From an optimization exercise on the open Yosys and OpenROAD flow, aimed at small area; shortcuts taken in it are not production practice.
In this exercise RTL edits were held to simulation tests only and were not proved equivalent to the original.
Power is estimated from default activity; no workload was simulated.

==> build 86: inputs <==
// DigitalClock_12hrFormat
module DigitalClock_12hrFormat(
    input clk,
    input rst,
    input center,
    input right,
    input left,
    input up,
    input down,
    input M_00,
    input M_01,
    input M_02,
    input M_03,
    input M_10,
    input M_11,
    input M_12,
    input H_00,
    input H_01,
    input H_02,
    input H_10,
    input H_11,
    output [6:0] seg,
    output [3:0] an,
    output AMPM_indicator_led,
    output clock_mode_indicator_led,
    output Alarm1,
    output Alarm2,
    output Alarm3,
    output Alarm4,
    output Alarm5,
    input stop
);
==> module ticks, before the edit <==
module ticks(input clk, input rst, input center, input left, input right,
             output reg cm, output act, output reg tgl, output s60);
    reg       hi;
    reg [5:0] lo;
    reg [5:0] sec;
    wire wrap_lo  = lo[5] & lo[4] & lo[1] & lo[0];        
    assign act    = ~cm & (hi | wrap_lo);            
    wire sec_tick = cm & hi & wrap_lo;               
    assign s60    = sec[5] & sec[4] & ~sec[2] & ~sec[1] & ~sec[0];   
    always @(posedge clk) begin
        if (rst) begin
            cm <= 1'b0; hi <= 1'b0; lo <= 6'd0; sec <= 6'd0; tgl <= 1'b0;
        end else begin
            cm <= cm ^ center;
            hi <= cm & (hi ^ wrap_lo);
            lo <= (wrap_lo | (~cm & hi)) ? 6'd0 : {lo[4:0], ~(lo[5] ^ lo[0])};
            if (s60 | (cm & center & ~sec_tick)) sec <= 6'd0;
            else if (sec_tick) sec <= {sec[4:0], ~(sec[5] ^ sec[0])};
            if (cm & center) tgl <= 1'b0;
            else if (act & (left | right)) tgl <= ~tgl;
        end
    end
endmodule
==> module timeofday, before the edit <==
module timeofday(input clk, input rst, input act, input tgl, input up, input down, input s60,
                 output [2:0] dmt, output reg [3:0] dmo, output reg dpm,
                 output ht, output [3:0] ho);
    reg [2:0] rmt;
    reg [3:0] rh12;
    reg       f60;       
    reg       op_u, op_d, op_h;    
    wire d_m60  = rmt[2] & rmt[1];
    wire d_mo0  = ~(dmo[3] | dmo[2] | dmo[1] | dmo[0]);
    wire d_mt0  = ~(rmt[2] | rmt[1] | rmt[0]);
    wire d_mo9  = dmo[3] & dmo[0];
    wire d_hclr = rh12[3] & rh12[2] & rh12[0] | ~(rh12[3] | rh12[2] | rh12[1] | rh12[0]);
    wire d_h12  = rh12[3] & rh12[2];
    wire d_h11  = rh12[3] & rh12[1] & rh12[0];
    wire d_h1   = ~rh12[3] & ~rh12[2] & ~rh12[1] & rh12[0];
    wire m_up = op_u & ~op_h;
    wire m_dn = op_d & ~op_h;
    wire h_up = d_m60 | (op_u & op_h);
    wire h_dn = (op_d & op_h) | (m_dn & d_mo0 & d_mt0);
    wire [3:0] a = dmo ^ {4{m_dn}};
    wire cu = m_up & d_mo9;
    wire cd = m_dn & d_mo0;
    wire wr = cu | cd;
    wire t0 = m_up | m_dn;
    wire t1 = t0 & a[0];
    wire t2 = t1 & a[1];
    wire t3 = t2 & a[2];
    wire [3:0] mo = dmo ^ {t3 | wr, t2 & ~wr, t1 & ~wr, t0};
    wire [2:0] b = rmt ^ {3{m_dn}};
    wire u1 = wr & b[0];
    wire u2 = u1 & b[1];
    wire [2:0] mt = {rmt[2] & ~rmt[1], rmt[1] & ~rmt[2], rmt[0]} ^ {u2, u1 & ~(cd & d_mt0), wr};
    wire [3:0] c = rh12 ^ {4{h_dn}};
    wire sp = (h_up & d_h12) | (h_dn & d_h1);
    wire v0 = h_up | h_dn;
    wire v1 = v0 & c[0];
    wire v2 = v1 & c[1];
    wire v3 = v2 & c[2];
    wire [3:0] h12 = d_hclr ? 4'd12 : rh12 ^ {v3 | sp, v2 | sp, v1, v0 & ~(h_up & d_h11 & dpm)};
    wire pm = ~d_hclr & (dpm ^ ((h_up & d_h11 & ~dpm) | (h_dn & d_h1 & ~dpm) | (h_dn & d_h12 & dpm)));
    wire m60   = mt[2] & mt[1];
    wire mo0   = ~(mo[3] | mo[2] | mo[1] | mo[0]);
    wire mt0   = ~(mt[2] | mt[1] | mt[0]);
    wire h24   = h12[3] & h12[2] & h12[0];
    wire h_nz  = pm | ~(h12[3] & h12[2]);            
    wire t_nz  = h_nz | ~mo0 | ~mt0;                  
    wire mmode = act & ~tgl;
    wire hmode = act & tgl;
    wire n_mu  = ~m60 & (s60 | (mmode & up & ~(down & t_nz)));
    wire n_md  = ~m60 & mmode & down & t_nz;
    wire n_hu  = ~m60 & ~h24 & hmode & up & ~(down & h_nz);
    wire n_hd  = ~m60 & ~h24 & hmode & down & h_nz;
    always @(posedge clk)
        if (rst) begin
            dmo <= 4'd0; rmt <= 3'd0; dpm <= 1'b0; rh12 <= 4'd0; f60 <= 1'b0;
            op_u <= 1'b0; op_d <= 1'b0; op_h <= 1'b0;
        end else begin
            dmo <= mo; rmt <= mt; dpm <= pm; rh12 <= h12;
            f60 <= h24 & d_m60;
            op_u <= n_mu | n_hu;
            op_d <= n_md | n_hd;
            op_h <= n_hu | n_hd;
        end
    assign dmt = rmt | {f60, f60, 1'b0};
    assign ht = rh12[3] & (rh12[2] | rh12[1]);
    assign ho = {~ht & rh12[3], ~ht & rh12[2], ht ? rh12[2] & ~rh12[0] : rh12[1], rh12[0]};
endmodule
Settings: LEC_CHECK=0, CAP_MARGIN=20, CORE_MARGIN=2, CORE_UTILIZATION=40, CTS_BUF_LIST=sky130_fd_sc_hd__clkbuf_4, PLACE_DENSITY=0.6, SLEW_MARGIN=20; clock period 10.0 ns.
standard.sh (not shown) runs the stock make flow with config.mk's settings and CLKGATE_MAP_FILE= SYNTH_SCRIPT=/design/flow/synth_recipe.tcl, a recipe that flattens the netlist after the stock synthesis.
==> flow/flow/run.sh <==
#!/bin/bash
# The standard layout (standard.sh) with three changes:
#  - synthesis maps the logic for area (flow/synth.tcl, flow/area.abc);
#  - the ports get the smallest buffer cell;
#  - the clock tree uses clkbuf_8 buffers and no dummy loads.
# make's full output goes to standard.log; ORFS keeps each step's log in orfs/logs.
set -euo pipefail
here=$(pwd)
export FLOW_SYNTH_TCL="$here/synth_recipe.tcl"
export AREA_ABC_SCRIPT="$here/flow/area.abc"
bash standard.sh \
  "SYNTH_SCRIPT=$here/flow/synth.tcl" \
  "BUFFER_PORTS_ARGS=-buffer_cell sky130_fd_sc_hd__buf_1" \
  "CTS_ARGS=-sink_clustering_enable -repair_clock_nets -root_buf sky130_fd_sc_hd__clkbuf_8 -buf_list sky130_fd_sc_hd__clkbuf_8 -sink_clustering_size 40 -sink_clustering_max_diameter 300 -dont_use_dummy_load" \
  finish > standard.log 2>&1
==> flow/flow/area.abc <==
strash
&get -n
&deepsyn -T 20
&put
dch -f
amap
topo
==> flow/flow/synth.tcl <==
# The standard synthesis (synth_recipe.tcl), with two changes to the
# combinational mapping only: yosys does not pull half/full adders out of the
# logic before ABC, and ABC maps for area (flow/area.abc) instead of speed.
# Registers are mapped exactly as in the standard synthesis.
proc extract_fa {args} {}
proc abc {args} {
  set i [lsearch $args -script]
  if {$i >= 0} {
    lset args [expr {$i + 1}] $::env(AREA_ABC_SCRIPT)
  }
  yosys abc {*}$args
}
source $::env(FLOW_SYNTH_TCL)
==> build 6: changes against build 86 <==
--- a/flow/design.v
+++ b/flow/design.v
@@ -55,2 +55,4 @@
              output reg cm, output act, output reg tgl, output s60);
+    localparam [5:0] L49 = 6'b001001;    
+    localparam [5:0] S60 = 6'b101000;    
     reg       hi;
@@ -58,6 +60,6 @@
     reg [5:0] sec;
-    wire wrap_lo  = lo[5] & lo[4] & lo[1] & lo[0];        
+    wire wrap_lo  = (lo == L49);
     assign act    = ~cm & (hi | wrap_lo);            
     wire sec_tick = cm & hi & wrap_lo;               
-    assign s60    = sec[5] & sec[4] & ~sec[2] & ~sec[1] & ~sec[0];   
+    assign s60    = (sec == S60);
     always @(posedge clk) begin
@@ -68,5 +70,5 @@
             hi <= cm & (hi ^ wrap_lo);
-            lo <= (wrap_lo | (~cm & hi)) ? 6'd0 : {lo[4:0], ~(lo[5] ^ lo[0])};
+            lo <= (wrap_lo | (~cm & hi)) ? 6'd0 : {lo[4:0], ~(lo[5] ^ lo[4])};
             if (s60 | (cm & center & ~sec_tick)) sec <= 6'd0;
-            else if (sec_tick) sec <= {sec[4:0], ~(sec[5] ^ sec[0])};
+            else if (sec_tick) sec <= {sec[4:0], ~(sec[5] ^ sec[4])};
             if (cm & center) tgl <= 1'b0;
@@ -103,3 +105,3 @@
     wire t3 = t2 & a[2];
-    wire [3:0] mo = dmo ^ {t3 | wr, t2 & ~wr, t1 & ~wr, t0};
+    wire [3:0] mo = d_m60 ? 4'd0 : dmo ^ {t3 | wr, t2 & ~wr, t1 & ~wr, t0};
     wire [2:0] b = rmt ^ {3{m_dn}};
@@ -107,3 +109,3 @@
     wire u2 = u1 & b[1];
-    wire [2:0] mt = {rmt[2] & ~rmt[1], rmt[1] & ~rmt[2], rmt[0]} ^ {u2, u1 & ~(cd & d_mt0), wr};
+    wire [2:0] mt = d_m60 ? 3'd0 : rmt ^ {u2, u1 & ~(cd & d_mt0), wr};
     wire [3:0] c = rh12 ^ {4{h_dn}};
==> flow/flow/run.sh (replaced) <==
#!/bin/bash
set -euo pipefail
bash standard.sh "BUFFER_PORTS_ARGS=-buffer_cell sky130_fd_sc_hd__buf_1" \
  "CTS_ARGS=-sink_clustering_enable -repair_clock_nets -root_buf sky130_fd_sc_hd__clkbuf_8 -buf_list {sky130_fd_sc_hd__clkbuf_4 sky130_fd_sc_hd__clkbuf_8} -sink_clustering_size 40 -sink_clustering_max_diameter 300 -dont_use_dummy_load" \
  finish > standard.log 2>&1
removed: flow/flow/area.abc
removed: flow/flow/synth.tcl
==> results.txt <==
most used cell, CP nor2_1; number of cells after detailed placement between 400 and 500; total track usage 0.169; Gate power share 0.098; wire length on met1 approximately 2400 um; largest net degree at the start of global routing 18; clock network power about 0.00011 W; Area-dominant class registers; Routed met3 length approximately 240 um; met2 GRT Util 0.277; status finished clean; Synth-to-Final Area Change 11.4%; setup ws final between 6000 and 7000 ps; worst setup path endpoint an[3]
-- figures above: build 86

==> results.txt <==
met2 GRT Util 0.260; Routed met3 length roughly 200 um; clock network power 0.000112 W; global routing usage on met1 0.199; number of cells after detailed placement about 460; worst setup path endpoint an[1]; clk latency of the worst-skew pair approximately 300 ps; global-route wire length before repair 10,400 um; Synth cell types around 60; Synth-to-Final Area Change 6.96%; setup ws final 6200 ps; number of global-route vias before repair 2,285; Area-dominant class multi-input combinational cells; # IOs 38; status finished clean; clock network area share 0.0214; total track usage 0.153; Gate power share 0.126; post-synthesis compound-gate area fraction 0.171; wire length on met1 2900 um
-- figures above: build 6

what the ideal ports hide:
The results above use ideal ports. As a check the final layouts listed here were re-extracted and re-timed, cells and wires unchanged. Step 1 sets driving cells, clkbuf_16 on the clock port and buf_2 on the other inputs (assumed; they add their load-dependent delay and slew). Step 2 times the ports against the registers' clock, not the clock port: input delays grow and output delays shrink by t, the midpoint of the rising clock arrivals with the driver on. a / b / c = ideal / step 1 / step 2; a / b = the first two.
run	shift t [ns]	slack for setup (ns)	worst setup path after step 2	latest minus earliest clock arrival (ns)	cell pins on the clock port's net
build 86	0.325	6.146 / 6.115 / 6.319	input to register	0.025 / 0.025	1
build 6	0.326	6.201 / 6.172 / 6.498	register to output	0.011 / 0.012	1
After both steps setup and hold are still met in every run listed.
